Source: an optimization exercise on an open RTL-to-GDS flow (aim: small area, a short achievable clock period and few clock cycles per item). Production flows keep margins and buffers that such runs may drop.
Where RTL was checked, it was by simulation tests only, not by an equivalence proof against the original.
Function not checked in run 5: the RTL went through the layout flow alone.
Power is estimated from default activity; no workload was simulated.

==> flow/config.mk <==
export PLATFORM = sky130hd
export DESIGN_NAME = fpadd
export DESIGN_NICKNAME = fpadd
export VERILOG_FILES = /design/flow/design.v
export SDC_FILE = /design/flow/constraint.sdc
export NUM_CORES = 4
export LEC_CHECK = 0
export ABC_AREA = 1
export CAP_MARGIN = 20
export CORE_MARGIN = 2
export CORE_UTILIZATION = 60
export CTS_BUF_LIST = sky130_fd_sc_hd__clkbuf_4 sky130_fd_sc_hd__clkbuf_8
export SETUP_SLACK_MARGIN = 5
export SLEW_MARGIN = 20
==> flow/constraint.sdc <==
create_clock -name core_clock -period 13.0 [get_ports {clk}]
set_input_delay 2.6000 -clock core_clock [delete_from_list [all_inputs] [get_ports {clk}]]
set_output_delay 2.6000 -clock core_clock [all_outputs]
set_load 0.01 [all_outputs]
==> flow/design.v <==
module fpadd (
    clk, reset, start,
    a, b,
    sum,
    done,
    nan
);
    input clk, reset, start;
    input [31:0] a, b;
    output [31:0] sum;
    output done;
    output nan;
    wire        sa = a[31], sb = b[31];
    wire [7:0]  ea = a[30:23], eb = b[30:23];
    wire [22:0] fa = a[22:0], fb = b[22:0];
    wire fa_z = (fa == 23'd0);
    wire fb_z = (fb == 23'd0);
    wire ea_0 = (ea == 8'd0), eb_0 = (eb == 8'd0);
    wire ea_1 = (ea == 8'hff), eb_1 = (eb == 8'hff);
    wire za = ea_0 & fa_z, zb = eb_0 & fb_z;    
    wire ia = ea_1 & fa_z, ib = eb_1 & fb_z;    
    wire na = ea_1 & ~fa_z, nb = eb_1 & ~fb_z;  
    wire is_nan = na | nb;
    wire special = za | zb | ia | ib;
    wire pick_b = za | (~zb & ~ia);
    wire [7:0] ep = ea ^ ~eb;
    wire [7:0] eg = ea & ~eb;
    wire e1_g = eg[1] | (ep[1] & eg[0]);
    wire e1_p = ep[1] & ep[0];
    wire e2_g = eg[3] | (ep[3] & eg[2]);
    wire e2_p = ep[3] & ep[2];
    wire e3_g = eg[5] | (ep[5] & eg[4]);
    wire e3_p = ep[5] & ep[4];
    wire e4_g = eg[7] | (ep[7] & eg[6]);
    wire e4_p = ep[7] & ep[6];
    wire e5_g = eg[2] | (ep[2] & e1_g);
    wire e5_p = ep[2] & e1_p;
    wire e6_g = e2_g | (e2_p & e1_g);
    wire e6_p = e2_p & e1_p;
    wire e7_g = eg[6] | (ep[6] & e3_g);
    wire e7_p = ep[6] & e3_p;
    wire e8_g = e4_g | (e4_p & e3_g);
    wire e8_p = e4_p & e3_p;
    wire e9_g = eg[4] | (ep[4] & e6_g);
    wire e9_p = ep[4] & e6_p;
    wire e10_g = e3_g | (e3_p & e6_g);
    wire e10_p = e3_p & e6_p;
    wire e11_g = e7_g | (e7_p & e6_g);
    wire e11_p = e7_p & e6_p;
    wire e12_g = e8_g | (e8_p & e6_g);
    wire e12_p = e8_p & e6_p;
    wire       ec = e12_g;
    wire       e_lt = ~ec;
    wire       e_eq = e12_p;
    wire [7:0] ecc = {e11_g | (e11_p & ec), e10_g | (e10_p & ec), e9_g | (e9_p & ec), e6_g | (e6_p & ec), e5_g | (e5_p & ec), e1_g | (e1_p & ec), eg[0] | (ep[0] & ec), ec};
    wire [7:0] d = ep ^ ecc ^ {8{e_lt}};
    wire        swap = special ? pick_b : e_lt;
    wire [23:0] mx = swap ? {1'b1, fb} : {1'b1, fa};
    wire [23:0] my = swap ? {1'b1, fa} : {1'b1, fb};
    wire [7:0]  ex = swap ? eb : ea;
    wire        sub = (sa ^ sb) & ~special;
    wire        sx0 = swap ? sb : sa;
    wire kill = special | (d[7:5] != 3'd0);
    wire [23:0] ys = kill ? 24'd0 : (my >> d[4:0]);
    wire        neg = sub & e_eq & (fb < fa);
    wire        sx = sx0 ^ neg;
    wire        cpl = sub & ~neg;
    wire [23:0] xi = mx ^ {24{sub}};
    wire [23:0] p = xi ^ ys;
    wire [23:0] g = xi & ys;
    wire [23:0] pn = p ^ {24{cpl}};
    wire pg13_g = g[0] | (p[0] & neg);
    wire pg14_g = g[2] | (p[2] & g[1]);
    wire pg14_p = p[2] & p[1];
    wire pg15_g = g[4] | (p[4] & g[3]);
    wire pg15_p = p[4] & p[3];
    wire pg16_g = g[6] | (p[6] & g[5]);
    wire pg16_p = p[6] & p[5];
    wire pg17_g = g[8] | (p[8] & g[7]);
    wire pg17_p = p[8] & p[7];
    wire pg18_g = g[10] | (p[10] & g[9]);
    wire pg18_p = p[10] & p[9];
    wire pg19_g = g[12] | (p[12] & g[11]);
    wire pg19_p = p[12] & p[11];
    wire pg20_g = g[14] | (p[14] & g[13]);
    wire pg20_p = p[14] & p[13];
    wire pg21_g = g[16] | (p[16] & g[15]);
    wire pg21_p = p[16] & p[15];
    wire pg22_g = g[18] | (p[18] & g[17]);
    wire pg22_p = p[18] & p[17];
    wire pg23_g = g[20] | (p[20] & g[19]);
    wire pg23_p = p[20] & p[19];
    wire pg24_g = g[22] | (p[22] & g[21]);
    wire pg24_p = p[22] & p[21];
    wire pg25_g = g[1] | (p[1] & pg13_g);
    wire pg26_g = pg14_g | (pg14_p & pg13_g);
    wire pg27_g = g[5] | (p[5] & pg15_g);
    wire pg27_p = p[5] & pg15_p;
    wire pg28_g = pg16_g | (pg16_p & pg15_g);
    wire pg28_p = pg16_p & pg15_p;
    wire pg29_g = g[9] | (p[9] & pg17_g);
    wire pg29_p = p[9] & pg17_p;
    wire pg30_g = pg18_g | (pg18_p & pg17_g);
    wire pg30_p = pg18_p & pg17_p;
    wire pg31_g = g[13] | (p[13] & pg19_g);
    wire pg31_p = p[13] & pg19_p;
    wire pg32_g = pg20_g | (pg20_p & pg19_g);
    wire pg32_p = pg20_p & pg19_p;
    wire pg33_g = g[17] | (p[17] & pg21_g);
    wire pg33_p = p[17] & pg21_p;
    wire pg34_g = pg22_g | (pg22_p & pg21_g);
    wire pg34_p = pg22_p & pg21_p;
    wire pg35_g = g[21] | (p[21] & pg23_g);
    wire pg35_p = p[21] & pg23_p;
    wire pg36_g = pg24_g | (pg24_p & pg23_g);
    wire pg36_p = pg24_p & pg23_p;
    wire pg37_g = g[3] | (p[3] & pg26_g);
    wire pg38_g = pg15_g | (pg15_p & pg26_g);
    wire pg39_g = pg27_g | (pg27_p & pg26_g);
    wire pg40_g = pg28_g | (pg28_p & pg26_g);
    wire pg41_g = g[11] | (p[11] & pg30_g);
    wire pg41_p = p[11] & pg30_p;
    wire pg42_g = pg19_g | (pg19_p & pg30_g);
    wire pg42_p = pg19_p & pg30_p;
    wire pg43_g = pg31_g | (pg31_p & pg30_g);
    wire pg43_p = pg31_p & pg30_p;
    wire pg44_g = pg32_g | (pg32_p & pg30_g);
    wire pg44_p = pg32_p & pg30_p;
    wire pg45_g = g[19] | (p[19] & pg34_g);
    wire pg45_p = p[19] & pg34_p;
    wire pg46_g = pg23_g | (pg23_p & pg34_g);
    wire pg46_p = pg23_p & pg34_p;
    wire pg47_g = pg35_g | (pg35_p & pg34_g);
    wire pg47_p = pg35_p & pg34_p;
    wire pg48_g = pg36_g | (pg36_p & pg34_g);
    wire pg48_p = pg36_p & pg34_p;
    wire pg49_g = g[7] | (p[7] & pg40_g);
    wire pg50_g = pg17_g | (pg17_p & pg40_g);
    wire pg51_g = pg29_g | (pg29_p & pg40_g);
    wire pg52_g = pg30_g | (pg30_p & pg40_g);
    wire pg53_g = pg41_g | (pg41_p & pg40_g);
    wire pg54_g = pg42_g | (pg42_p & pg40_g);
    wire pg55_g = pg43_g | (pg43_p & pg40_g);
    wire pg56_g = pg44_g | (pg44_p & pg40_g);
    wire pg57_g = g[23] | (p[23] & pg48_g);
    wire pg57_p = p[23] & pg48_p;
    wire pg58_g = g[15] | (p[15] & pg56_g);
    wire pg59_g = pg21_g | (pg21_p & pg56_g);
    wire pg60_g = pg33_g | (pg33_p & pg56_g);
    wire pg61_g = pg34_g | (pg34_p & pg56_g);
    wire pg62_g = pg45_g | (pg45_p & pg56_g);
    wire pg63_g = pg46_g | (pg46_p & pg56_g);
    wire pg64_g = pg47_g | (pg47_p & pg56_g);
    wire pg65_g = pg48_g | (pg48_p & pg56_g);
    wire pg66_g = pg57_g | (pg57_p & pg56_g);
    wire [24:0] c = {pg66_g, pg65_g, pg64_g, pg63_g, pg62_g, pg61_g, pg60_g, pg59_g, pg58_g, pg56_g, pg55_g, pg54_g, pg53_g, pg52_g, pg51_g, pg50_g, pg49_g, pg40_g, pg39_g, pg38_g, pg37_g, pg26_g, pg25_g, pg13_g, neg};
    wire [24:0] r = {c[24] & ~sub, pn ^ c[23:0]};
    reg [24:0] r_q;
    reg [7:0]  e_q;      
    reg        s_q;
    reg        nan_q;
    reg        done_q;
    always @(posedge clk) begin
        if (start) begin
            r_q   <= r;
            e_q   <= ex + 8'd1;
            s_q   <= sx;
            nan_q <= is_nan;
        end
        if (reset)
            done_q <= 1'b0;
        else if (start)
            done_q <= 1'b1;
    end
    wire [24:0] m = r_q;
    wire        s_o = s_q;
    reg [4:0] lz;
    integer i;
    always @(*) begin
        lz = 5'd25;
        for (i = 0; i < 25; i = i + 1)
            if (m[i]) lz = 5'd24 - i;
    end
    wire [4:0]  k = nan_q ? 5'd24 : lz;
    wire [24:0] rn = m << k;
    wire        zero = ~rn[24] | nan_q;
    wire [7:0]  en = e_q - {3'd0, k};
    assign sum  = {{9{~zero}} & {s_o, en}, rn[23:1]};
    assign nan  = nan_q;
    assign done = done_q;
endmodule
==> flow/flow/run.sh <==
#!/bin/bash
# The standard layout (the standard.sh, unchanged synthesis), with
# sky130_fd_sc_hd__buf_1 port buffers; timing repair aims at a setup margin of
# 6.5 ns up to clock tree synthesis and 5 ns after global routing.
# Each make run's full output goes to its own log in the work folder.
set -euo pipefail
PB='BUFFER_PORTS_ARGS=-buffer_cell sky130_fd_sc_hd__buf_1'
bash standard.sh "$PB" SETUP_SLACK_MARGIN=6.5  cts > flow_to_cts.log 2>&1
bash standard.sh "$PB" SETUP_SLACK_MARGIN=5  finish > flow_finish.log 2>&1
==> flow/standard.sh <==
#!/bin/bash
# synth_recipe.tcl (not shown) runs the flow's synth.tcl, then flattens the netlist and writes it again
# the make line also repeats each setting of config.mk as NAME=value (left out here)
make -C /OpenROAD-flow-scripts/flow DESIGN_CONFIG=/design/flow/config.mk WORK_HOME=/design/flow/orfs CLKGATE_MAP_FILE= SYNTH_SCRIPT=/design/flow/synth_recipe.tcl "${@:-finish}"
==> results.txt, run 1 <==
• **result of the run** timing/DRC/antenna clean
• **cts bufs inserted** 5
• **Detailed Route WL** 21,200 um
• **number of antenna cells inserted** 0
• **critical path data arrival time** 6.82 ns
• **type of the setup path with the least slack** in -> reg
• **number of flip-flops and latches in the synthesized netlist** 36
• **crit-path most repeated cell** sky130_fd_sc_hd__nand2_1
• **clk latency of the worst-skew pair** 0.30 ns
• **number of H-tree branching levels** 2
• **routability-driven placement congestion ratio** 0.970
• **clk_skew** 0 ns
• **launching element type of the critical path** input port
• **root buffer selected by CTS** sky130_fd_sc_hd__clkbuf_8
• **number of nets in the layout** 1,438
• **average routed wire per standard cell** 14.6 um
• **num ports** 101
• **max_cap viols** 0
• **time the worst path needs with I/O delays and setup** 6.76 ns
• **DP Area** 7770 um2
• **number of setup violations in the final report** 0
• **Longest Clk Path Bufs** 2
• **area added between synthesis and finish** 13.7%
• **number of iterations in the first detailed-routing pass** 6
• **Clk pin slew, worst setup/hold paths** 0.09 ns
• **dominant cells by area after synthesis** sky130_fd_sc_hd__nand2_1 18%, sky130_fd_sc_hd__edfxtp_1 14%, sky130_fd_sc_hd__ha_1 10%, sky130_fd_sc_hd__xor2_1 8.8%, sky130_fd_sc_hd__nand3_1 7.2%
• **number of routed nets with antenna violations** 0
• **Critical-path top delay cell** sky130_fd_sc_hd__nor3_4
• **starting density of the core** 61.5%
• **path category of the worst min-delay check** reg -> reg
• **count of final hold-check violations** 0
• **worst hold margin** 0.484 ns
• **Async SR Flop Fraction** 0%
• **DP Wirelength** 16,000 um
• **global-route usage over all layers** 33.1%
• **number of placed instances with taps included** 1,427
• **setup_tns** 0 ns
• **count of input and output buffers** 100
• **peak fanout along the critical path** 6
• **maximum number of pins on one net before global-route repair** 46
• **RSZ-0062 raised after global routing** no
• **VDD IR-drop max** 0.0000612 V
• **cell taking the most area after synthesis** sky130_fd_sc_hd__nand2_1
• **Slew @ Worst Pin** 0.974 ns
• **final instance count without filler cells** 1,457
• **number of clock sinks** 36
• **count of synthesis-stage warnings from yosys** 1
• **Slew headroom** 35.0%
• **vias in the first global route** 7,571
• **Max Clk Rate** 0.148 GHz
• **unique cell type count in the Yosys netlist** 56
• **Remaining Overflow, GRT** 0
• **Pwr Density** 131 nW/um2
• **required time of the critical path** 13.06 ns
• **dominant register cell in the synthesized netlist** sky130_fd_sc_hd__edfxtp_1
• **number of antenna violations at the first check in global routing** 0
• **leakage power summed over all cells** 4.05 nW
• **Place WS** 5.02 ns
• **clock tree from TritonCTS** yes
• **core utilization of the finished layout** 70.0%
• **vias after detailed routing** 8,276
• **Avg Cell Area, Syn** 6.03 um2
• **leading cell type by number of instances after synthesis** sky130_fd_sc_hd__nand2_1
• **DRC violation count after routing** 0
• **area of the mapped netlist** 7390 um2
• **fin crit share** 52.0%
• **Detailed Route Iter0 Violations** 803
• **worst stage delay on the critical path** 0.36 ns
• **area of the die** 13,200 um2
• **fraction of final layout cells with drive strength greater than 1** 9.47%
• **sequential element share of the synthesized area** 14.5%
• **EDFF count, synth** 35
• **max-slew violation total from the final report** 0
• **vias per cell** 5.68
• **Die Span Y** 115 um
• **total core area** 12,000 um2
• **width of the die** 115 um
• **cell count after synthesis** 1,225
• **type of element capturing the critical path** flip-flop
• **syn_nets** 1,354
• **final design instance area without fill** 8400 um2
• **overall power of the completed layout** 1.10 mW
• **Placement Rows** 40
• **top cells by count, synth** 357 x sky130_fd_sc_hd__nand2_1, 123 x sky130_fd_sc_hd__inv_1, 106 x sky130_fd_sc_hd__nand3_1
• **top-area cell type share of the netlist area** 18.1%
• **global-route wire length before repair** 35,500 um
• **crit path setup slack, layout** 6.24 ns
-- cell type report --
class                           instances  area, um2
Clock inverter                          3       46.3
Tap cell                              147        184
Timing Repair Buffer                  125        652
Fill cell                            1116       3610
Timing Repair inverter                  1       7.51
Clock buffer                            5       68.8
Multi-Input combinational cell       1009       5870
Inverter                              131        503
Sequential cell                        36       1070
-- state kept, by name (all words and copies together), names as in the netlist --
| signal | cells |
|---|---|
| r_q | 25 |
| s_q | 1 |
| e_q | 8 |
| nan_q | 1 |
| done_q | 1 |
-- cell usage in the layout, fill, tap and decap left out, types with 10 or more instances in the layout --
master                     Yosys  routed
sky130_fd_sc_hd__o211ai_1     16      16
sky130_fd_sc_hd__nand3_1     106     106
sky130_fd_sc_hd__o21ai_0      92      83
sky130_fd_sc_hd__nand2_1     357     352
sky130_fd_sc_hd__nor2_1      103      98
sky130_fd_sc_hd__a21oi_2       1      10
sky130_fd_sc_hd__nor4_1       13      13
sky130_fd_sc_hd__nand2_2      11      13
sky130_fd_sc_hd__ha_1         61      56
sky130_fd_sc_hd__o21ai_1      34      37
sky130_fd_sc_hd__nand4_1      14      14
sky130_fd_sc_hd__edfxtp_1     35      35
sky130_fd_sc_hd__inv_2         8      10
sky130_fd_sc_hd__mux2i_1      10      10
sky130_fd_sc_hd__inv_1       123     117
sky130_fd_sc_hd__xor2_1       74      72
sky130_fd_sc_hd__buf_1         2      95
sky130_fd_sc_hd__buf_4         2      21
sky130_fd_sc_hd__a21oi_1      46      37
-- worst paths after layout --
kind | start | end | slack (ns) | cells after the start
max | b[28] | r_q[24] | 6.24 | 30
min | done_q | done_q | 0.48 | 2
max reg2reg | done_q | done_q | 12.43 | 2
min reg2reg | done_q | done_q | 0.48 | 2
-- worst max-delay path, delay by kind of cell --
kind | cells | cell delay [ns]
and+or+nand+nor | 18 | 2.11
AOI/OAI and AO/OA | 7 | 1.18
adders and majority gates | 2 | 0.53
buffers and inverters | 2 | 0.20
xor gates and xnor gates | 1 | 0.17
-- layer usage --
layer	share of wire [%]	global-route usage [%]
met5	0	0
met4	3.0	11.3
met3	5.4	2.95
met2	48	58.9
met1	43	42.1
-- report_power, final --
group / internal [mW] / leakage [nW] / switching, mW / total (mW)
logic: 0.284 / 3.64 / 0.502 / 0.786
registers: 0.183 / 0.350 / 0.0294 / 0.212
clock network: 0.0578 / 0.0548 / 0.0454 / 0.103
total: 0.525 / 4.05 / 0.576 / 1.10
-- cell families after synthesis --
logic type / count (synthesis) / share of synthesized area [%]
fa+ha+maj: 62 / 10.6
xor+xnor: 81 / 9.70
flops: 36 / 14.5
mux: 10 / 1.35
buf+inv: 182 / 9.78
simple gates: 634 / 36.9
compound gates: 220 / 17.1
-- timing repair --
item,CTS,global route
resized for setup,75,0
setup buffers,16,0
hold buffers,0,0
setup endpoints to repair,25,0
Testbench counts, summed over its fixed seeds: cycles 48,000, items 24,000.
==> run 2, diff against run 1 <==
--- a/flow/config.mk
+++ b/flow/config.mk
@@ -8,7 +8,7 @@
 export ABC_AREA = 1
 export CAP_MARGIN = 20
 export CORE_MARGIN = 2
-export CORE_UTILIZATION = 60
+export CORE_UTILIZATION = 55
 export CTS_BUF_LIST = sky130_fd_sc_hd__clkbuf_4 sky130_fd_sc_hd__clkbuf_8
 export SETUP_SLACK_MARGIN = 5
 export SLEW_MARGIN = 20
==> results.txt, run 2 <==
• **area of the mapped netlist** 7390 um2, unchanged
• **VDD IR-drop max** 0.0000666 V, +8.8%
• **dominant cells by area after synthesis** sky130_fd_sc_hd__nand2_1 18%, sky130_fd_sc_hd__edfxtp_1 14%, sky130_fd_sc_hd__ha_1 10%, sky130_fd_sc_hd__xor2_1 8.8%, sky130_fd_sc_hd__nand3_1 7.2%
• **Critical-path top delay cell** sky130_fd_sc_hd__nor3_4
• **required time of the critical path** 13.08 ns, +0.02 ns
• **portion of total power attributed to the clock network** 7.7%, -1.7 points
• **sequential fraction of design power** 19.9%, +0.6 points
• **count of synthesis-stage warnings from yosys** 1, unchanged
• **leading cell type by number of instances after synthesis** sky130_fd_sc_hd__nand2_1
• **Die Span Y** 120 um, +4.3%
• **number of antenna violations at the first check in global routing** 0, unchanged
• **overall power of the completed layout** 1.07 mW, -2.6%
• **critical path data arrival time** 6.81 ns, about the same
• **vias per cell** 5.52, -2.8%
• **max-slew violation total from the final report** 0, unchanged
• **total core area** 13,200 um2, +9.8%
• **global-route usage over all layers** 30.5%, -2.6 points
• **type of element capturing the critical path** flip-flop
• **Clk pin slew, worst setup/hold paths** 0.09 ns, about the same
• **area added between synthesis and finish** 13.6%, about the same
• **Logic pwr share** 72.4%, +1.0 points
• **number of nets in the layout** 1,441, +0.21%
• **width of the die** 120 um, +4.3%
• **type of the setup path with the least slack** in -> reg
• **Placement Rows** 42, +5.0%
• **top-area cell type share of the netlist area** 18.1%, unchanged
• **EDFF count, synth** 35, unchanged
• **Max Clk Rate** 0.148 GHz, +0.44%
• **most common library cell in the layout ignoring fill and taps** sky130_fd_sc_hd__nand2_1
• **routability-driven placement congestion ratio** 0.924, -4.7%
• **vias after detailed routing** 8,223, -0.64%
• **result of the run** timing/DRC/antenna clean
• **unique cell type count in the Yosys netlist** 56, unchanged
• **max_cap viols** 0, unchanged
• **DP Wirelength** 16,400 um, +2.4%
• **clk latency of the worst-skew pair** 0.31 ns, about the same
• **most frequent cells in the layout** 354 x sky130_fd_sc_hd__nand2_1, 116 x sky130_fd_sc_hd__inv_1, 105 x sky130_fd_sc_hd__nand3_1
• **starting density of the core** 56.0%, -5.5 points
• **Detailed Route WL** 21,200 um, +0.10%
• **Pwr Density** 128 nW/um2, -2.5%
• **top cells by count, synth** 357 x sky130_fd_sc_hd__nand2_1, 123 x sky130_fd_sc_hd__inv_1, 106 x sky130_fd_sc_hd__nand3_1
• **registers with the highest flip-flop counts** r_q x25, e_q x8
• **cell count after synthesis** 1,225, unchanged
• **root buffer selected by CTS** sky130_fd_sc_hd__clkbuf_8
• **number of setup violations in the final report** 0, unchanged
• **vias in the first global route** 7,640, +0.91%
• **maximum number of pins on one net before global-route repair** 48, +4.3%
• **Longest Clk Path Bufs** 2, unchanged
• **number of flip-flops and latches in the synthesized netlist** 36, unchanged
• **largest reg by FF count** r_q
• **global-route wire length before repair** 35,800 um, +0.70%
• **number of H-tree branching levels** 2, unchanged
• **number of clock sinks** 36, unchanged
• **average routed wire per standard cell** 14.3 um, -2.0%
• **count of final hold-check violations** 0, unchanged
• **Detailed Route Iter0 Violations** 695, -13%
• **clk_skew** 0 ns, unchanged
• **count of input and output buffers** 100, unchanged
• **sequential element share of the synthesized area** 14.5%, unchanged
• **Slew @ Worst Pin** 1.02 ns, +0.0409 ns
• **Async SR Flop Fraction** 0%, unchanged
• **RSZ-0062 raised after global routing** no
• **num ports** 101, unchanged
• **cts bufs inserted** 5, unchanged
• **syn_nets** 1,354, unchanged
• **worst stage delay on the critical path** 0.31 ns, -0.05 ns
• **cell taking the most area after synthesis** sky130_fd_sc_hd__nand2_1
• **final instance count without filler cells** 1,489, +2.2%
• **power spent charging and discharging nets** 569 uW, -1.2%
• **net switching share of the total power** 53.0%, +0.71 points
• **fraction of final layout cells with drive strength greater than 1** 9.22%, -0.25 points
• **Slew headroom** 32.3%, -2.7 points
• **launching element type of the critical path** input port
• **DRC violation count after routing** 0, unchanged
• **Avg Cell Area, Syn** 6.03 um2, unchanged
• **number of iterations in the first detailed-routing pass** 5, -1
• **number of placed instances with taps included** 1,456, +2.0%
• **Remaining Overflow, GRT** 0, unchanged
• **setup_tns** 0 ns, unchanged
• **peak fanout along the critical path** 8, +2
• **count of hold buffers inserted by post-cts repair** 0, unchanged
• **max FFs per register** 25, unchanged
• **area of the die** 14,400 um2, +8.8%
• **number of antenna cells inserted** 0, unchanged
• **fin crit share** 51.8%, -0.23 points
• **number of routed nets with antenna violations** 0, unchanged
• **crit-path most repeated cell** sky130_fd_sc_hd__nand2_1
• **leakage power summed over all cells** 4.05 nW, about the same
• **path category of the worst min-delay check** reg -> reg
• **dominant register cell in the synthesized netlist** sky130_fd_sc_hd__edfxtp_1
• **internal power** 504 uW, -4.0%
• **clock tree from TritonCTS** yes
• **time the worst path needs with I/O delays and setup** 6.73 ns, -0.0299 ns
==> run 2: cell type report <==
cell class / instances / area [um2]
multi-input combinational: 1009 / 5830
fill: 1328 / 4790
sequential: 36 / 1070
timing repair buffer: 127 / 674
inverter: 131 / 507
tap: 176 / 220
clock buffer: 5 / 68.8
clock inverter: 3 / 18.8
timing repair inverter: 2 / 12.5
==> run 2: power by group through the flow <==
stage | combinational, mW | clock [mW] | sequential (mW)
floorplan | 0.568 | 0 | 0.204
global placement | 0.708 | 0 | 0.215
detailed placement | 0.712 | 0 | 0.216
CTS | 0.770 | 0.0848 | 0.213
global route | 0.885 | 0.0884 | 0.220
finish | 0.777 | 0.0823 | 0.214
==> run 2: final timing paths <==
path	cells past startpoint	slack, ns	to	from
worst max-delay path	33	6.27	r_q[23]	b[28]
worst min-delay path	2	0.48	done_q	done_q
worst max register to register	2	12.44	done_q	done_q
worst min register to register	2	0.48	done_q	done_q
==> run 2: kinds of logic (layout without fill, tap and decap cells) <==
kind of cell               after synthesis  in the layout  synth area share, %
AOI/OAI and AO/OA                      220            220                 17.1
xor gates and xnor gates                81             81                 9.70
adders and majority gates               62             62                 10.6
buffers and inverters                  182            268                 9.78
DFF                                     36             36                 14.5
muxes                                   10             10                 1.35
and+or+nand+nor                        634            636                 36.9
==> run 2: through the flow <==
stage / util, % / cell area (um2) / hold slack [ns] / setup slack [ns]
2_1_floorplan: - / 7390 / 0.503 / 6.50
6_report: 63.7 / 8400 / 0.479 / 6.27
3_5_place_dp: 59.2 / 7810 / 0.470 / 4.85
5_1_grt: 63.7 / 8400 / 0.511 / 5.90
3_3_place_gp: 59.2 / 7810 / 0.448 / 4.91
4_1_cts: 63.7 / 8400 / 0.489 / 6.50
==> run 2: critical path, delay by kind of cell <==
family | cells | cell delay [ns]
and+or+nand+nor | 18 | 1.78
buffers and inverters | 6 | 0.82
adders and majority gates | 2 | 0.53
AOI/OAI and AO/OA | 6 | 0.92
xor gates and xnor gates | 1 | 0.16
==> run 2: timing repair <==
item / CTS / global route
endpoints found under the setup margin: 27 / 0
buffers inserted: 18 / 0
hold endpoints to repair: 0 / 0
resized for setup: 66 / 0
==> run 2: routing by layer <==
metal | global-route usage, % | wire, um | up-vias
li1 | - | - | 4246
met2 | 53.8 | 10100 | 235
met3 | 2.95 | 1030 | 40
met5 | 0 | 0 | -
met4 | 11.2 | 702 | 0
met1 | 38.4 | 9410 | 3702
==> run 3, diff against run 2 <==
--- a/flow/config.mk
+++ b/flow/config.mk
@@ -8,7 +8,7 @@
 export ABC_AREA = 1
 export CAP_MARGIN = 20
 export CORE_MARGIN = 2
-export CORE_UTILIZATION = 55
+export CORE_UTILIZATION = 70
 export CTS_BUF_LIST = sky130_fd_sc_hd__clkbuf_4 sky130_fd_sc_hd__clkbuf_8
 export SETUP_SLACK_MARGIN = 5
 export SLEW_MARGIN = 20
==> results.txt, run 3 <==
• **r2r endpoint** done_q
• **leakage power summed over all cells** 4.05 nW, about the same
• **number of iterations in the first detailed-routing pass** 7, +2
• **fraction of final layout cells with drive strength greater than 1** 9.79%, +0.57 points
• **number of routed nets with antenna violations** 0, unchanged
• **cts bufs inserted** 5, unchanged
• **number of antenna violations at the first check in global routing** 0, unchanged
• **global-route usage over all layers** 39.9%, +9.4 points
• **cell taking the most area after synthesis** sky130_fd_sc_hd__nand2_1
• **VDD IR-drop max** 0.0000767 V, +15%
• **global-route wire length before repair** 37,200 um, +3.9%
• **Avg Cell Area, Syn** 6.03 um2, unchanged
• **cell count after synthesis** 1,225, unchanged
• **DP Area** 7760 um2, -0.64%
• **Longest Clk Path Bufs** 2, unchanged
• **unique cell type count in the Yosys netlist** 56, unchanged
• **Critical-path top delay cell** sky130_fd_sc_hd__a21oi_1
• **area of the die** 11,400 um2, -21%
• **vias per cell** 6.04, +9.4%
• **leading cell type by number of instances after synthesis** sky130_fd_sc_hd__nand2_1
• **top cells by count, synth** 357 x sky130_fd_sc_hd__nand2_1, 123 x sky130_fd_sc_hd__inv_1, 106 x sky130_fd_sc_hd__nand3_1
• **clk_skew** 0 ns, unchanged
• **count of cells along the worst hold path** 2, unchanged
• **area added between synthesis and finish** 14.4%
• **Clk pin slew, worst setup/hold paths** 0.08 ns, about the same
• **area of the mapped netlist** 7390 um2, unchanged
• **startpoint of the most critical setup path** b[28]
• **max-slew violation total from the final report** 0, unchanged
• **number of nets in the layout** 1,436, -0.35%
• **Pwr Density** 133 nW/um2, +3.7%
• **time the worst path needs with I/O delays and setup** 6.84 ns, +0.108 ns
• **fin crit share** 52.6%, +0.83 points
• **Detailed Route Iter0 Violations** 769, +11%
• **sequential fraction of design power** 19.1%, -0.8 points
• **average routed wire per standard cell** 15.7 um, +10%
• **number of antenna cells inserted** 0, unchanged
• **count of final hold-check violations** 0, unchanged
• **complex-gate fraction of the synthesized area** 17.1%, unchanged
• **vias after detailed routing** 8,724, +6.1%
• **net switching share of the total power** 53.1%, +0.071 points
• **number of clock sinks** 36, unchanged
• **number of fill cells in the layout** 781, -41%
• **most frequent cells in the layout** 352 x sky130_fd_sc_hd__nand2_1, 118 x sky130_fd_sc_hd__inv_1, 105 x sky130_fd_sc_hd__nand3_1
• **mux cell area share after synthesis** 1.35%, unchanged
• **clock tree from TritonCTS** yes
• **required time of the critical path** 13.04 ns, -0.04 ns
• **max FFs per register** 25, unchanged
• **post-synthesis xor/xnor area fraction** 9.70%, unchanged
• **worst reg-to-reg setup slack** 12.42 ns, -0.02 ns
• **vias in the first global route** 8,142, +6.6%
• **launching element type of the critical path** input port
• **count of hold buffers inserted by post-cts repair** 0, unchanged
• **number of setup violations in the final report** 0, unchanged
• **number of flip-flops and latches in the synthesized netlist** 36, unchanged
• **Die Span Y** 107 um, -11%
• **worst stage delay on the critical path** 0.33 ns, +0.02 ns
• **launch point of the worst reg-to-reg path** done_q
• **dominant cells by area after synthesis** sky130_fd_sc_hd__nand2_1 18%, sky130_fd_sc_hd__edfxtp_1 14%, sky130_fd_sc_hd__ha_1 10%, sky130_fd_sc_hd__xor2_1 8.8%, sky130_fd_sc_hd__nand3_1 7.2%
• **starting density of the core** 71.9%, +16 points
• **Remaining Overflow, GRT** 0, unchanged
• **portion of total power attributed to the clock network** 8.9%, +1.2 points
• **path category of the worst min-delay check** reg -> reg
• **simple logic cell fraction of the synthesized area** 36.9%, unchanged
• **DP Wirelength** 15,900 um, -3.4%
• **registers with the highest flip-flop counts** r_q x25, e_q x8
• **DRC violation count after routing** 0, unchanged
• **Slew @ Worst Pin** 0.959 ns, -0.0561 ns
• **Placement Rows** 37, -12%
• **maximum number of pins on one net before global-route repair** 48, unchanged
• **EDFF count, synth** 35, unchanged
• **combinational family with the most area after synthesis** simple AND/OR/NAND/NOR gates
• **top-area cell type share of the netlist area** 18.1%, unchanged
• **RSZ-0062 raised after global routing** no
• **critical path data arrival time** 6.88 ns, +0.07 ns
• **most common library cell in the layout ignoring fill and taps** sky130_fd_sc_hd__nand2_1
• **largest reg by FF count** r_q
• **peak fanout along the critical path** 16, +8
• **type of element capturing the critical path** flip-flop
• **Min-Delay Endpoint** done_q
• **Detailed Route WL** 22,600 um, +6.6%
• **width of the die** 107 um, -11%
• **num ports** 101, unchanged
• **sequential element share of the synthesized area** 14.5%, unchanged
• **crit-path most repeated cell** sky130_fd_sc_hd__nand2_1
• **internal power** 526 uW, +4.3%
• **max_cap viols** 0, unchanged
• **Logic pwr share** 72.1%, -0.3 points
• **type of the setup path with the least slack** in -> reg
• **root buffer selected by CTS** sky130_fd_sc_hd__clkbuf_8
• **Hold Startpoint** done_q
• **routability-driven placement congestion ratio** 0.968, +4.8%
• **setup_tns** 0 ns, unchanged
• **syn_nets** 1,354, unchanged
• **power spent charging and discharging nets** 595 uW, +4.6%
• **clk latency of the worst-skew pair** 0.29 ns, -0.02 ns
• **worst reg2reg path depth** 2, unchanged
• **final design instance area without fill** 8460 um2, +0.72%
• **Max Clk Rate** 0.146 GHz, -1.6%
• **count of synthesis-stage warnings from yosys** 1, unchanged
• **arithmetic-cell share of the synthesized area counting full adders, half adders and majority gates** 10.6%, unchanged
• **Async SR Flop Fraction** 0%, unchanged
• **result of the run** timing/DRC/antenna clean
• **total core area** 10,300 um2, -22%
• **number of H-tree branching levels** 2, unchanged
• **dominant register cell in the synthesized netlist** sky130_fd_sc_hd__edfxtp_1
• **Slew headroom** 36.1%, +3.7 points
• **count of input and output buffers** 100, unchanged
-- run 3: cell counts after synthesis --
Identical to the previous run, type by type.
-- run 3: worst max-delay path by stage --
stage              end  cells past startpoint
4_1_cts        sum[30]                     22
6_report       r_q[24]                     30
2_1_floorplan  r_q[24]                     32
5_1_grt        r_q[24]                     30
3_3_place_gp   r_q[24]                     34
3_5_place_dp   r_q[24]                     34
-- run 3: power by group through the flow --
stage	clock (mW)	combinational (mW)	sequential [mW]
4_1_cts	0.0991	0.778	0.212
3_5_place_dp	0	0.712	0.215
5_1_grt	0.104	0.897	0.218
3_3_place_gp	0	0.694	0.213
2_1_floorplan	0	0.568	0.204
6_report	0.0993	0.808	0.214
-- run 3: critical path, delay by kind of cell --
family | cells | cell delay (ns)
AND/OR/NAND/NOR | 18 | 2.12
buffers and inverters | 2 | 0.24
XOR/XNOR | 1 | 0.16
AO/OA/AOI/OAI | 7 | 1.23
adder cells (fa/ha/maj) | 2 | 0.52
-- run 3: cell type report --
cell class	instances	area [um2]	area share (%)
repair inverters	1	7.51	0.0888
repair buffers	122	643	7.60
inverters	131	505	5.98
well taps	136	170	2.01
flip-flops and latches	36	1070	12.7
clock buffers	5	68.8	0.814
multi-input cells	1010	5950	70.3
clock inverters	3	42.5	0.503
-- run 3: cell families after synthesis --
| group | after synthesis |
|---|---|
| AOI/OAI and AO/OA | 220 |
| xor gates and xnor gates | 81 |
| adders and majority gates | 62 |
| buffers and inverters | 182 |
| DFF | 36 |
| muxes | 10 |
| and+or+nand+nor | 634 |
-- run 3: layer usage --
metal	routed length, um	part of all wire [%]	vias to the layer above	global-route usage [%]
met3	1530	6.8	119	3.22
met1	8930	39	3881	47.5
met2	10700	47	468	69.6
met4	1490	6.6	0	24.8
li1	-	-	4256	-
met5	0	0	-	0
-- run 3: through the flow --
step	cells	utilization, %	hold slack, ns	worst slack (ns)	power [mW]
3_5_place_dp	1416	75.5	0.494	5.00	0.927
6_report	1444	82.3	0.501	6.16	1.12
4_1_cts	1444	82.3	0.504	6.50	1.09
5_1_grt	1444	82.3	0.542	5.78	1.22
2_1_floorplan	1225	-	0.503	6.50	0.772
3_3_place_gp	1416	75.5	0.447	5.06	0.907
-- run 3: what timing repair did --
item | 4_1_cts | 5_1_grt
hold endpoints to repair | 0 | 0
setup endpoints to repair | 25 | 0
setup buffers | 12 | 0
resized for setup | 89 | 0
==> run 4, diff against run 3 <==
--- a/flow/config.mk
+++ b/flow/config.mk
@@ -8,7 +8,7 @@
 export ABC_AREA = 1
 export CAP_MARGIN = 20
 export CORE_MARGIN = 2
-export CORE_UTILIZATION = 70
+export CORE_UTILIZATION = 65
 export CTS_BUF_LIST = sky130_fd_sc_hd__clkbuf_4 sky130_fd_sc_hd__clkbuf_8
 export SETUP_SLACK_MARGIN = 5
 export SLEW_MARGIN = 20
==> results.txt, run 4 <==
• **result of the run** timing/DRC/antenna clean
• **number of routed nets with antenna violations** 0, unchanged
• **buffers plus inverters on the worst setup path** 5, +3
• **vias per cell** 5.75, -4.8%
• **Die Span Y** 111 um, +3.6%
• **number of flip-flops and latches in the synthesized netlist** 36, unchanged
• **DP Area** 7760 um2, about the same
• **VDD IR-drop max** 0.0000866 V, +13%
• **sequential element share of the synthesized area** 14.5%, unchanged
• **DP Wirelength** 15,800 um, -0.34%
• **vias after detailed routing** 8,338, -4.4%
• **global-route wire length before repair** 35,800 um, -3.7%
• **fraction of final layout cells with drive strength greater than 1** 9.24%, -0.54 points
• **type of element capturing the critical path** flip-flop
• **average routed wire per standard cell** 14.4 um, -8.0%
• **top-area cell type share of the netlist area** 18.1%, unchanged
• **most common library cell in the layout ignoring fill and taps** sky130_fd_sc_hd__nand2_1
• **vias in the first global route** 7,864, -3.4%
• **max FFs per register** 25, unchanged
• **Max Clk Rate** 0.150 GHz, +2.4%
• **num ports** 101, unchanged
• **number of clock sinks** 36, unchanged
• **clk_skew** 0 ns, unchanged
• **launch point of the worst reg-to-reg path** done_q
• **sequential fraction of design power** 19.3%, +0.2 points
• **most frequent cells in the layout** 353 x sky130_fd_sc_hd__nand2_1, 118 x sky130_fd_sc_hd__inv_1, 106 x sky130_fd_sc_hd__nand3_1
• **root buffer selected by CTS** sky130_fd_sc_hd__clkbuf_8
• **crit-path most repeated cell** sky130_fd_sc_hd__nand2_1
• **number of placed instances with taps included** 1,420, +0.28%
• **Slew @ Worst Pin** 0.948 ns, -0.0111 ns
• **Top Family by Delay on Critical Path** compound AO/OA/AOI/OAI gates
• **number of fill cells in the layout** 956, +22%
• **cell taking the most area after synthesis** sky130_fd_sc_hd__nand2_1
• **required time of the critical path** 13.05 ns, about the same
• **Logic pwr share** 71.4%, -0.7 points
• **Longest Clk Path Bufs** 2, unchanged
• **width of the die** 111 um, +3.6%
• **Clk pin slew, worst setup/hold paths** 0.08 ns, about the same
• **top cells by count, synth** 357 x sky130_fd_sc_hd__nand2_1, 123 x sky130_fd_sc_hd__inv_1, 106 x sky130_fd_sc_hd__nand3_1
• **startpoint of the most critical setup path** b[23]
• **final design instance area without fill** 8380 um2, -0.98%
• **sequential cell area** 1070 um2, unchanged
• **total area of multi-input combinational cells** 5850 um2, -1.6%
• **setup_tns** 0 ns, unchanged
• **dominant cells by area after synthesis** sky130_fd_sc_hd__nand2_1 18%, sky130_fd_sc_hd__edfxtp_1 14%, sky130_fd_sc_hd__ha_1 10%, sky130_fd_sc_hd__xor2_1 8.8%, sky130_fd_sc_hd__nand3_1 7.2%
• **registers with the highest flip-flop counts** r_q x25, e_q x8
• **Place WS** 4.78 ns, -0.224 ns
• **number of H-tree branching levels** 2, unchanged
• **Placement Rows** 38, +2.7%
• **critical path data arrival time** 6.73 ns, -0.15 ns
• **net switching share of the total power** 52.4%, -0.72 points
• **count of final hold-check violations** 0, unchanged
• **routability-driven placement congestion ratio** 0.960, -0.85%
• **largest reg by FF count** r_q
• **EDFF count, synth** 35, unchanged
• **leading cell type by number of instances after synthesis** sky130_fd_sc_hd__nand2_1
• **number of antenna cells inserted** 0, unchanged
• **number of nets in the layout** 1,437, +0.070%
• **area added between synthesis and finish** 13.3%
• **portion of total power attributed to the clock network** 9.2%, +0.3 points
• **number of setup violations in the final report** 0, unchanged
• **fin crit share** 51.4%, -1.2 points
• **area of the mapped netlist** 7390 um2, unchanged
• **cts bufs inserted** 5, unchanged
• **global-route usage over all layers** 34.3%, -5.6 points
• **crit path setup slack, layout** 6.32 ns, +0.162 ns
• **Avg Cell Area, Syn** 6.03 um2, unchanged
• **count of input and output buffers** 100, unchanged
• **path category of the worst min-delay check** reg -> reg
• **total core area** 11,000 um2, +6.9%
• **core utilization of the finished layout** 76.3%, -6.0 points
• **Critical-path top delay cell** sky130_fd_sc_hd__ha_1
• **maximum number of pins on one net before global-route repair** 46, -4.2%
• **worst hold margin** 0.478 ns, -0.0229 ns
• **Async SR Flop Fraction** 0%, unchanged
• **leakage power summed over all cells** 4.06 nW, +0.26%
• **number of iterations in the first detailed-routing pass** 5, -2
• **Detailed Route WL** 20,900 um, -7.7%
• **starting density of the core** 67.3%, -4.6 points
• **internal power** 525 uW, -0.16%
• **time the worst path needs with I/O delays and setup** 6.68 ns, -0.162 ns
• **Slew headroom** 36.8%, +0.74 points
• **worst stage delay on the critical path** 0.32 ns, about the same
• **type of the setup path with the least slack** in -> reg
• **Detailed Route Iter0 Violations** 841, +9.4%
• **power spent charging and discharging nets** 577 uW, -3.0%
• **count of synthesis-stage warnings from yosys** 1, unchanged
• **Pwr Density** 132 nW/um2, -0.71%
• **area of the die** 12,200 um2, +7.4%
• **clock tree from TritonCTS** yes
• **clk latency of the worst-skew pair** 0.30 ns, about the same
• **peak fanout along the critical path** 20, +4
• **final instance count without filler cells** 1,449, +0.35%
• **RSZ-0062 raised after global routing** no
• **number of antenna violations at the first check in global routing** 0, unchanged
• **cell count after synthesis** 1,225, unchanged
• **max-slew violation total from the final report** 0, unchanged
• **dominant register cell in the synthesized netlist** sky130_fd_sc_hd__edfxtp_1
• **overall power of the completed layout** 1.10 mW, -1.7%
• **Hold Startpoint** done_q
• **Remaining Overflow, GRT** 0, unchanged
• **launching element type of the critical path** input port
• **unique cell type count in the Yosys netlist** 56, unchanged
• **DRC violation count after routing** 0, unchanged
• **syn_nets** 1,354, unchanged
• **max_cap viols** 0, unchanged
## run 4: layout make-up
type	instances	area share, %
Sequential cell	36	12.8
Clock buffer	5	0.822
Clock inverter	3	0.553
Timing Repair Buffer	124	7.75
Inverter	131	6.01
Multi-Input combinational cell	1009	69.9
Timing Repair inverter	1	0.0896
Tap cell	140	2.09
## run 4: final timing paths
| check | end | slack, ns | cells past startpoint |
|---|---|---|---|
| max | r_q[14] | 6.32 | 34 |
| min | done_q | 0.48 | 2 |
| max reg2reg | done_q | 12.44 | 2 |
| min reg2reg | done_q | 0.48 | 2 |
## run 4: layer usage
metal | global-route usage, % | vias up | wire, um
met5 | 0 | - | 0
met4 | 14.6 | 0 | 786
met3 | 2.47 | 50 | 1400
met2 | 59.2 | 370 | 9860
met1 | 44.3 | 3685 | 8830
li1 | - | 4233 | -
## run 4: repair_timing
| item | CTS | global route |
|---|---|---|
| setup endpoints to repair | 25 | 0 |
| buffers inserted | 15 | 0 |
| hold endpoints to repair | 0 | 0 |
| hold buffers | 0 | 0 |
| gates resized for setup | 71 | 0 |
## run 4: cell families (layout without fill, tap and decap cells)
kind of cell	Yosys count	count (layout)	synth area share, %
multiplexers	10	10	1.35
AO/OA/AOI/OAI	220	220	17.1
flip-flops	36	36	14.5
AND/OR/NAND/NOR	634	636	36.9
adder cells (fa/ha/maj)	62	62	10.6
buffers and inverters	182	264	9.78
XOR/XNOR	81	81	9.70
## run 4: power groups by stage
stage	clock, mW	combinational, mW	sequential [mW]
CTS	0.104	0.769	0.212
detailed placement	0	0.710	0.215
global route	0.108	0.887	0.217
global placement	0	0.699	0.214
finish	0.102	0.787	0.213
floorplan	0	0.568	0.204
## run 4: worst min-delay path, cell delays in order (launching register included)
cell                      delay [ns]
sky130_fd_sc_hd__dfxtp_1        0.33
sky130_fd_sc_hd__nor2_1         0.04
sky130_fd_sc_hd__nor2_1         0.07
==> run 5, diff against run 4 <==
--- a/flow/design.v
+++ b/flow/design.v
@@ -183,7 +183,7 @@
     end
     wire [4:0]  k = nan_q ? 5'd24 : lz;
     wire [24:0] rn = m << k;
-    wire        zero = ~rn[24] | nan_q;
+    wire        zero = (m == 25'd0) | nan_q;
     wire [7:0]  en = e_q - {3'd0, k};
     assign sum  = {{9{~zero}} & {s_o, en}, rn[23:1]};
     assign nan  = nan_q;
==> results.txt, run 5 <==
• **launching element type of the critical path** input port
• **max FFs per register** 25, unchanged
• **mux cell area share after synthesis** 1.48%, +0.13 points
• **leading cell type by number of instances after synthesis** sky130_fd_sc_hd__nand2_1
• **Longest Clk Path Bufs** 2, unchanged
• **number of flip-flops and latches in the synthesized netlist** 36, unchanged
• **number of nets in the layout** 1,524, +6.1%
• **largest reg by FF count** r_q
• **time the worst path needs with I/O delays and setup** 7.06 ns, +0.381 ns
• **number of setup violations in the final report** 0, unchanged
• **Critical-path top delay cell** sky130_fd_sc_hd__ha_1
• **area added between synthesis and finish** 21.5%
• **number of clock sinks** 36, unchanged
• **area of the mapped netlist** 7440 um2, +0.63%
• **vias in the first global route** 8,950, +14%
• **critical path data arrival time** 7.13 ns, +0.40 ns
• **setup_tns** 0 ns, unchanged
• **Async SR Flop Fraction** 0%, unchanged
• **arithmetic-cell share of the synthesized area counting full adders, half adders and majority gates** 10.5%, -0.066 points
• **top cells by count, synth** 384 x sky130_fd_sc_hd__nand2_1, 154 x sky130_fd_sc_hd__nand3_1, 126 x sky130_fd_sc_hd__inv_1
• **EDFF count, synth** 35, unchanged
• **Slew headroom** 40.9%, +4.1 points
• **sequential cell area** 1070 um2, unchanged
• **simple logic cell fraction of the synthesized area** 40.1%, +3.2 points
• **clk latency of the worst-skew pair** 0.29 ns, about the same
• **Die Span Y** 111 um, +0.30%
• **type of element capturing the critical path** flip-flop
• **Top Family by Delay on Critical Path** simple AND/OR/NAND/NOR gates
• **complex-gate fraction of the synthesized area** 14.4%, -2.7 points
• **root buffer selected by CTS** sky130_fd_sc_hd__clkbuf_8
• **syn_nets** 1,385, +2.3%
• **Crit. path cell count** 35, +2.9%
• **vias per cell** 6.07, +5.4%
• **path category of the worst min-delay check** reg -> reg
• **power spent charging and discharging nets** 616 uW, +6.6%
• **maximum number of pins on one net before global-route repair** 42, -8.7%
• **result of the run** timing/DRC/antenna clean
• **cts bufs inserted** 5, unchanged
• **dominant cells by area after synthesis** sky130_fd_sc_hd__nand2_1 19%, sky130_fd_sc_hd__edfxtp_1 14%, sky130_fd_sc_hd__nand3_1 10%, sky130_fd_sc_hd__ha_1 10%, sky130_fd_sc_hd__xor2_1 7.2%
• **cell count after synthesis** 1,256, +2.5%
• **type of the setup path with the least slack** in -> reg
• **fraction of final layout cells with drive strength greater than 1** 13.2%, +3.9 points
• **dominant register cell in the synthesized netlist** sky130_fd_sc_hd__edfxtp_1
• **Detailed Route Iter0 Violations** 945, +12%
• **average routed wire per standard cell** 16.0 um, +11%
• **Placement Rows** 39, +2.6%
• **vias after detailed routing** 9,336, +12%
• **clk_skew** 0 ns, unchanged
• **DRC violation count after routing** 0, unchanged
• **Clk pin slew, worst setup/hold paths** 0.08 ns, about the same
• **count of input and output buffers** 100, unchanged
• **post-synthesis xor/xnor area fraction** 9.03%, -0.67 points
• **Slew @ Worst Pin** 0.887 ns, -0.0612 ns
• **global-route wire length before repair** 41,300 um, +15%
• **Detailed Route WL** 24,600 um, +18%
• **number of iterations in the first detailed-routing pass** 6, +1
• **top-area cell type share of the netlist area** 19.4%, +1.2 points
• **max-slew violation total from the final report** 0, unchanged
• **registers with the highest flip-flop counts** r_q x25, e_q x8
• **total core area** 11,300 um2, +2.6%
• **buffers plus inverters on the worst setup path** 6, +1
• **count of cells along the worst hold path** 2, unchanged
• **count of synthesis-stage warnings from yosys** 1, unchanged
• **most common library cell in the layout ignoring fill and taps** sky130_fd_sc_hd__nand2_1
• **clock tree from TritonCTS** yes
• **VDD IR-drop max** 0.0000869 V, +0.31%
• **number of antenna cells inserted** 0, unchanged
• **Remaining Overflow, GRT** 0, unchanged
• **DP Wirelength** 16,100 um, +2.1%
• **final design instance area without fill** 9040 um2, +7.9%
• **sequential element share of the synthesized area** 14.4%, -0.090 points
• **unique cell type count in the Yosys netlist** 51, -8.9%
• **leakage power summed over all cells** 4.52 nW, +11%
• **number of antenna violations at the first check in global routing** 0, unchanged
• **required time of the critical path** 13.07 ns, +0.02 ns
• **fin crit share** 54.3%, +2.9 points
• **Logic pwr share** 74.7%, +3.3 points
• **worst reg2reg path depth** 2, unchanged
• **internal power** 553 uW, +5.4%
• **core utilization of the finished layout** 80.2%, +3.9 points
• **area of the die** 12,300 um2, +0.61%
• **number of routed nets with antenna violations** 0, unchanged
• **peak fanout along the critical path** 11, -45%
• **starting density of the core** 66.0%, -1.3 points
• **DP Area** 7840 um2, +0.98%
• **overall power of the completed layout** 1.17 mW, +6.0%
• **Avg Cell Area, Syn** 5.92 um2, -1.9%
• **number of fill cells in the layout** 831, -13%
• **most frequent cells in the layout** 373 x sky130_fd_sc_hd__nand2_1, 154 x sky130_fd_sc_hd__nand3_1, 122 x sky130_fd_sc_hd__inv_1
• **num ports** 101, unchanged
• **Pwr Density** 129 nW/um2, -1.7%
• **Max Clk Rate** 0.142 GHz, -5.4%
• **routability-driven placement congestion ratio** 0.964, +0.38%
• **number of H-tree branching levels** 2, unchanged
• **total area of multi-input combinational cells** 6010 um2, +2.7%
• **count of final hold-check violations** 0, unchanged
• **net switching share of the total power** 52.7%, +0.29 points
• **worst stage delay on the critical path** 0.31 ns, about the same
• **global-route usage over all layers** 40.2%, +5.8 points
• **width of the die** 111 um, +0.30%
• **max_cap viols** 0, unchanged
• **combinational family with the most area after synthesis** simple AND/OR/NAND/NOR gates
• **crit-path most repeated cell** sky130_fd_sc_hd__nand2_1
• **cell taking the most area after synthesis** sky130_fd_sc_hd__nand2_1
• **portion of total power attributed to the clock network** 7.0%, -2.2 points
• **sequential fraction of design power** 18.3%, -1.0 points
• **RSZ-0062 raised after global routing** no
## run 5: metrics by stage
step                      worst slack [ns]  cells  hold slack (ns)
after floorplan                       6.50   1256            0.503
after global placement                5.32   1457            0.457
after detailed placement              5.13   1457            0.471
after CTS                             6.49   1539            0.487
after global routing                  5.67   1539            0.539
final                                 5.94   1539            0.493
## run 5: metal layers
metal | GRT usage, % | vias to the layer above | wire, um
li1 | - | 4458 | -
met1 | 48.5 | 4162 | 9680
met2 | 68.1 | 573 | 11300
met3 | 5.69 | 143 | 2090
met4 | 23.6 | 0 | 1540
met5 | 0 | - | 0
## run 5: layout make-up
| type | instances | share of cell area (%) |
|---|---|---|
| timing repair inverter | 1 | 0.0831 |
| clock buffer | 7 | 0.928 |
| tap | 143 | 1.98 |
| sequential | 36 | 11.9 |
| inverter | 133 | 5.83 |
| clock inverter | 1 | 0.0554 |
| multi-input combinational | 1039 | 66.5 |
| timing repair buffer | 179 | 12.7 |
## run 5: cells by family (layout without fill, tap and decap cells)
| family | after synthesis | after routing |
|---|---|---|
| XOR/XNOR | 75 | 75 |
| AO/OA/AOI/OAI | 190 | 191 |
| multiplexers | 11 | 11 |
| adder cells (fa/ha/maj) | 62 | 62 |
| flip-flops | 36 | 36 |
| AND/OR/NAND/NOR | 698 | 700 |
| buffers and inverters | 184 | 321 |
## run 5: final timing paths
check	start	to	slack, ns
setup / recovery	b[26]	r_q[20]	5.94
hold / removal	done_q	done_q	0.49
setup reg to reg	done_q	done_q	12.43
hold reg to reg	done_q	done_q	0.49
## run 5: power groups by stage
stage | Clock [mW] | Combinational, mW | Sequential [mW]
final | 0.0812 | 0.874 | 0.214
after detailed placement | 0 | 0.702 | 0.214
after floorplan | 0 | 0.568 | 0.202
after global placement | 0 | 0.694 | 0.213
after global routing | 0.0862 | 0.970 | 0.218
after CTS | 0.0804 | 0.833 | 0.212
## run 5: worst reg2reg max path, cell delays in order, from the launching register on
cell	delay, ns
sky130_fd_sc_hd__dfxtp_1	0.32
sky130_fd_sc_hd__nor2_1	0.10
sky130_fd_sc_hd__nor2_1	0.06
## run 5: repair_timing
item	4_1_cts	5_1_grt
resized for setup	124	0
endpoints found under the setup margin	32	0
buffers inserted	64	0
hold buffers	0	0
==> run 6, diff against run 5 <==
--- a/flow/design.v
+++ b/flow/design.v
@@ -183,7 +183,7 @@
     end
     wire [4:0]  k = nan_q ? 5'd24 : lz;
     wire [24:0] rn = m << k;
-    wire        zero = (m == 25'd0) | nan_q;
+    wire        zero = ~rn[24] | nan_q;
     wire [7:0]  en = e_q - {3'd0, k};
     assign sum  = {{9{~zero}} & {s_o, en}, rn[23:1]};
     assign nan  = nan_q;
==> flow/flow/run.sh (replaced) <==
#!/bin/bash
# The standard layout (the standard.sh, unchanged synthesis), with
# sky130_fd_sc_hd__buf_1 port buffers; timing repair aims at a setup margin of
# 6.5 ns up to clock tree synthesis and 5.5 ns after global routing.
# Each make run's full output goes to its own log in the work folder.
set -euo pipefail
PB='BUFFER_PORTS_ARGS=-buffer_cell sky130_fd_sc_hd__buf_1'
bash standard.sh "$PB" SETUP_SLACK_MARGIN=6.5  cts > flow_to_cts.log 2>&1
bash standard.sh "$PB" SETUP_SLACK_MARGIN=5.5  finish > flow_finish.log 2>&1
--- a/flow/config.mk
+++ b/flow/config.mk
@@ -8,7 +8,7 @@
 export ABC_AREA = 1
 export CAP_MARGIN = 20
 export CORE_MARGIN = 2
-export CORE_UTILIZATION = 65
+export CORE_UTILIZATION = 60
 export CTS_BUF_LIST = sky130_fd_sc_hd__clkbuf_4 sky130_fd_sc_hd__clkbuf_8
 export SETUP_SLACK_MARGIN = 5
 export SLEW_MARGIN = 20
==> results.txt, run 6 <==
• **global-route usage over all layers** 33.1%, -7.1 points
• **setup_tns** 0 ns, unchanged
• **worst reg-to-reg setup slack** 12.43 ns, about the same
• **area of the die** 13,200 um2, +7.4%
• **number of H-tree branching levels** 2, unchanged
• **Clk pin slew, worst setup/hold paths** 0.09 ns, about the same
• **launching element type of the critical path** input port
• **number of fill cells in the layout** 1,116, +34%
• **count of input and output buffers** 100, unchanged
• **Max Clk Rate** 0.148 GHz, +4.4%
• **path category of the worst min-delay check** reg -> reg
• **Remaining Overflow, GRT** 0, unchanged
• **overall power of the completed layout** 1.10 mW, -5.8%
• **Avg Cell Area, Syn** 6.03 um2, +1.9%
• **worst stage delay on the critical path** 0.36 ns, +0.05 ns
• **peak fanout along the critical path** 6, -5
• **net switching share of the total power** 52.3%, -0.35 points
• **dominant register cell in the synthesized netlist** sky130_fd_sc_hd__edfxtp_1
• **required time of the critical path** 13.06 ns, about the same
• **sequential element share of the synthesized area** 14.5%, +0.090 points
• **area added between synthesis and finish** 13.7%
• **type of the setup path with the least slack** in -> reg
• **Detailed Route Iter0 Violations** 803, -15%
• **number of placed instances with taps included** 1,427, -2.1%
• **DRC violation count after routing** 0, unchanged
• **number of setup violations in the final report** 0, unchanged
• **cell count after synthesis** 1,225, -2.5%
• **top-area cell type share of the netlist area** 18.1%, -1.2 points
• **max_cap viols** 0, unchanged
• **DP Area** 7770 um2, -0.86%
• **num ports** 101, unchanged
• **routability-driven placement congestion ratio** 0.970, +0.64%
• **maximum number of pins on one net before global-route repair** 46, +9.5%
• **vias per cell** 5.68, -6.4%
• **max-slew violation total from the final report** 0, unchanged
• **power spent charging and discharging nets** 576 uW, -6.4%
• **max FFs per register** 25, unchanged
• **number of iterations in the first detailed-routing pass** 6, unchanged
• **largest reg by FF count** r_q
• **count of final hold-check violations** 0, unchanged
• **sequential fraction of design power** 19.3%, +1.0 points
• **clk latency of the worst-skew pair** 0.30 ns, about the same
• **Die Span Y** 115 um, +3.6%
• **syn_nets** 1,354, -2.2%
• **result of the run** timing/DRC/antenna clean
• **count of cells along the worst hold path** 2, unchanged
• **unique cell type count in the Yosys netlist** 56, +9.8%
• **number of antenna violations at the first check in global routing** 0, unchanged
• **cell taking the most area after synthesis** sky130_fd_sc_hd__nand2_1
• **worst hold margin** 0.484 ns, -0.00867 ns
• **vias after detailed routing** 8,276, -11%
• **Slew headroom** 35.0%, -5.8 points
• **final instance count without filler cells** 1,457, -5.3%
• **worst reg2reg path depth** 2, unchanged
• **launch point of the worst reg-to-reg path** done_q
• **final design instance area without fill** 8400 um2, -7.0%
• **top cells by count, synth** 357 x sky130_fd_sc_hd__nand2_1, 123 x sky130_fd_sc_hd__inv_1, 106 x sky130_fd_sc_hd__nand3_1
• **starting density of the core** 61.5%, -4.4 points
• **EDFF count, synth** 35, unchanged
• **total core area** 12,000 um2, +6.6%
• **leakage power summed over all cells** 4.05 nW, -10%
• **Hold Startpoint** done_q
• **number of clock sinks** 36, unchanged
• **clock tree from TritonCTS** yes
• **average routed wire per standard cell** 14.6 um, -8.8%
• **crit-path most repeated cell** sky130_fd_sc_hd__nand2_1
• **critical path data arrival time** 6.82 ns, -0.31 ns
• **VDD IR-drop max** 0.0000612 V, -30%
• **number of routed nets with antenna violations** 0, unchanged
• **fin crit share** 52.0%, -2.3 points
• **Logic pwr share** 71.4%, -3.3 points
• **Async SR Flop Fraction** 0%, unchanged
• **vias in the first global route** 7,571, -15%
• **most common library cell in the layout ignoring fill and taps** sky130_fd_sc_hd__nand2_1
• **count of synthesis-stage warnings from yosys** 1, unchanged
• **number of antenna cells inserted** 0, unchanged
• **Detailed Route WL** 21,200 um, -14%
• **core utilization of the finished layout** 70.0%, -10 points
• **Min-Delay Endpoint** done_q
• **type of element capturing the critical path** flip-flop
• **registers with the highest flip-flop counts** r_q x25, e_q x8
• **time the worst path needs with I/O delays and setup** 6.76 ns, -0.297 ns
• **Critical-path top delay cell** sky130_fd_sc_hd__nor3_4
• **Placement Rows** 40, +2.6%
• **most frequent cells in the layout** 352 x sky130_fd_sc_hd__nand2_1, 117 x sky130_fd_sc_hd__inv_1, 106 x sky130_fd_sc_hd__nand3_1
• **clk_skew** 0 ns, unchanged
• **number of flip-flops and latches in the synthesized netlist** 36, unchanged
• **RSZ-0062 raised after global routing** no
• **number of nets in the layout** 1,438, -5.6%
• **Place WS** 5.02 ns, -0.104 ns
• **width of the die** 115 um, +3.6%
• **Pwr Density** 131 nW/um2, +1.3%
• **area of the mapped netlist** 7390 um2, -0.62%
• **leading cell type by number of instances after synthesis** sky130_fd_sc_hd__nand2_1
• **crit path setup slack, layout** 6.24 ns, +0.297 ns
• **Longest Clk Path Bufs** 2, unchanged
• **internal power** 525 uW, -5.1%
• **root buffer selected by CTS** sky130_fd_sc_hd__clkbuf_8
• **portion of total power attributed to the clock network** 9.4%, +2.4 points
• **fraction of final layout cells with drive strength greater than 1** 9.47%, -3.7 points
• **dominant cells by area after synthesis** sky130_fd_sc_hd__nand2_1 18%, sky130_fd_sc_hd__edfxtp_1 14%, sky130_fd_sc_hd__ha_1 10%, sky130_fd_sc_hd__xor2_1 8.8%, sky130_fd_sc_hd__nand3_1 7.2%
• **r2r endpoint** done_q
• **DP Wirelength** 16,000 um, -0.66%
• **global-route wire length before repair** 35,500 um, -14%
• **Slew @ Worst Pin** 0.974 ns, +0.0875 ns
• **cts bufs inserted** 5, unchanged
==> run 6: layer usage <==
| metal | vias up | GRT usage, % | wire length, um |
|---|---|---|---|
| met5 | - | 0 | 0 |
| met4 | 0 | 11.3 | 631 |
| met3 | 46 | 2.95 | 1140 |
| met2 | 300 | 58.9 | 10200 |
| met1 | 3684 | 42.1 | 9180 |
| li1 | 4246 | - | - |
==> run 6: worst max path at each step <==
stage	depth (start not counted)	endpoint	start	slack (ns)
after detailed placement	34	r_q[24]	b[24]	5.02
after CTS	30	r_q[14]	a[23]	6.51
after floorplan	32	r_q[24]	b[24]	6.50
final	30	r_q[24]	b[28]	6.24
after global routing	33	r_q[16]	b[28]	5.88
after global placement	34	r_q[24]	b[24]	5.11
==> run 6: logic make-up after synthesis <==
logic type / after synthesis / share of synthesized area, %
and+or+nand+nor: 634 / 36.9
AOI/OAI and AO/OA: 220 / 17.1
buffers and inverters: 182 / 9.78
xor gates and xnor gates: 81 / 9.70
adders and majority gates: 62 / 10.6
DFF: 36 / 14.5
muxes: 10 / 1.35
==> run 6: power groups by stage <==
stage	Clock (mW)	Combinational (mW)	Sequential (mW)
6_report	0.103	0.786	0.212
5_1_grt	0.108	0.888	0.218
4_1_cts	0.104	0.772	0.212
3_5_place_dp	0	0.711	0.214
3_3_place_gp	0	0.703	0.213
2_1_floorplan	0	0.568	0.204
==> run 6: worst max-delay path: cells and delay by family <==
| kind | cells | cell delay (ns) |
|---|---|---|
| fa+ha+maj | 2 | 0.53 |
| buf+inv | 2 | 0.20 |
| simple gates | 18 | 2.11 |
| compound gates | 7 | 1.18 |
| xor+xnor | 1 | 0.17 |
==> run 6: area by class of cell <==
cell class / count / area [um2] / share of cell area, %
Inverter: 131 / 503 / 5.98
Clock inverter: 3 / 46.3 / 0.551
Tap cell: 147 / 184 / 2.19
Timing Repair Buffer: 125 / 652 / 7.76
Timing Repair inverter: 1 / 7.51 / 0.0893
Clock buffer: 5 / 68.8 / 0.819
Sequential cell: 36 / 1070 / 12.7
Multi-Input combinational cell: 1009 / 5870 / 69.9
==> run 6: what timing repair did <==
item | 4_1_cts | 5_1_grt
hold buffers | 0 | 0
setup buffers | 16 | 0
setup endpoints to repair | 25 | 0
gates resized for setup | 75 | 0
Testbench counts of run 6, summed over its fixed seeds: cycles 48,000, items 24,000.

==> afterwards: timing with drivers on the ports <==
How much do the figures lean on ideal ports? The routed layouts below were timed once more, with nothing changed but the port constraints. Step 1 (the two cells are an assumption about what drives the block):
set clk [get_ports {clk}]
set_driving_cell -lib_cell sky130_fd_sc_hd__clkbuf_16 $clk
set_driving_cell -lib_cell sky130_fd_sc_hd__buf_2 [delete_from_list [all_inputs] $clk]
Step 2 moves the port delays by t, midway between the first and last clock arrival at a register: inputs arrive t later, outputs are due t later. That takes back most of the time a late clock gives input paths. Three values: ideal, step 1, step 2; two values: the first two.
| run | t, ns | setup slack, ns | worst setup path after step 2 | latest minus earliest clock arrival (ns) | worst slew at a driven data input, ns |
|---|---|---|---|---|---|
| run 1 | 0.331 | 6.236 / 6.248 / 5.917 | input to register | 0.016 / 0.016 | 0.03 |
| run 2 | 0.327 | 6.265 / 6.270 / 5.944 | input to register | 0.023 / 0.023 | 0.04 |
| run 3 | 0.319 | 6.157 / 6.166 / 5.847 | input to register | 0.008 / 0.008 | 0.04 |
| run 4 | 0.321 | 6.319 / 6.326 / 6.005 | input to register | 0.015 / 0.016 | 0.04 |
| run 5 | 0.328 | 5.938 / 5.954 / 5.626 | input to register | 0.018 / 0.018 | 0.05 |
| run 6 | 0.331 | 6.236 / 6.248 / 5.917 | input to register | 0.016 / 0.016 | 0.03 |
After both steps setup and hold are still met in every run listed. For run 2, which loses most, drivers alone change the setup slack by +0.005 ns; drivers and shift together by -0.321 ns.
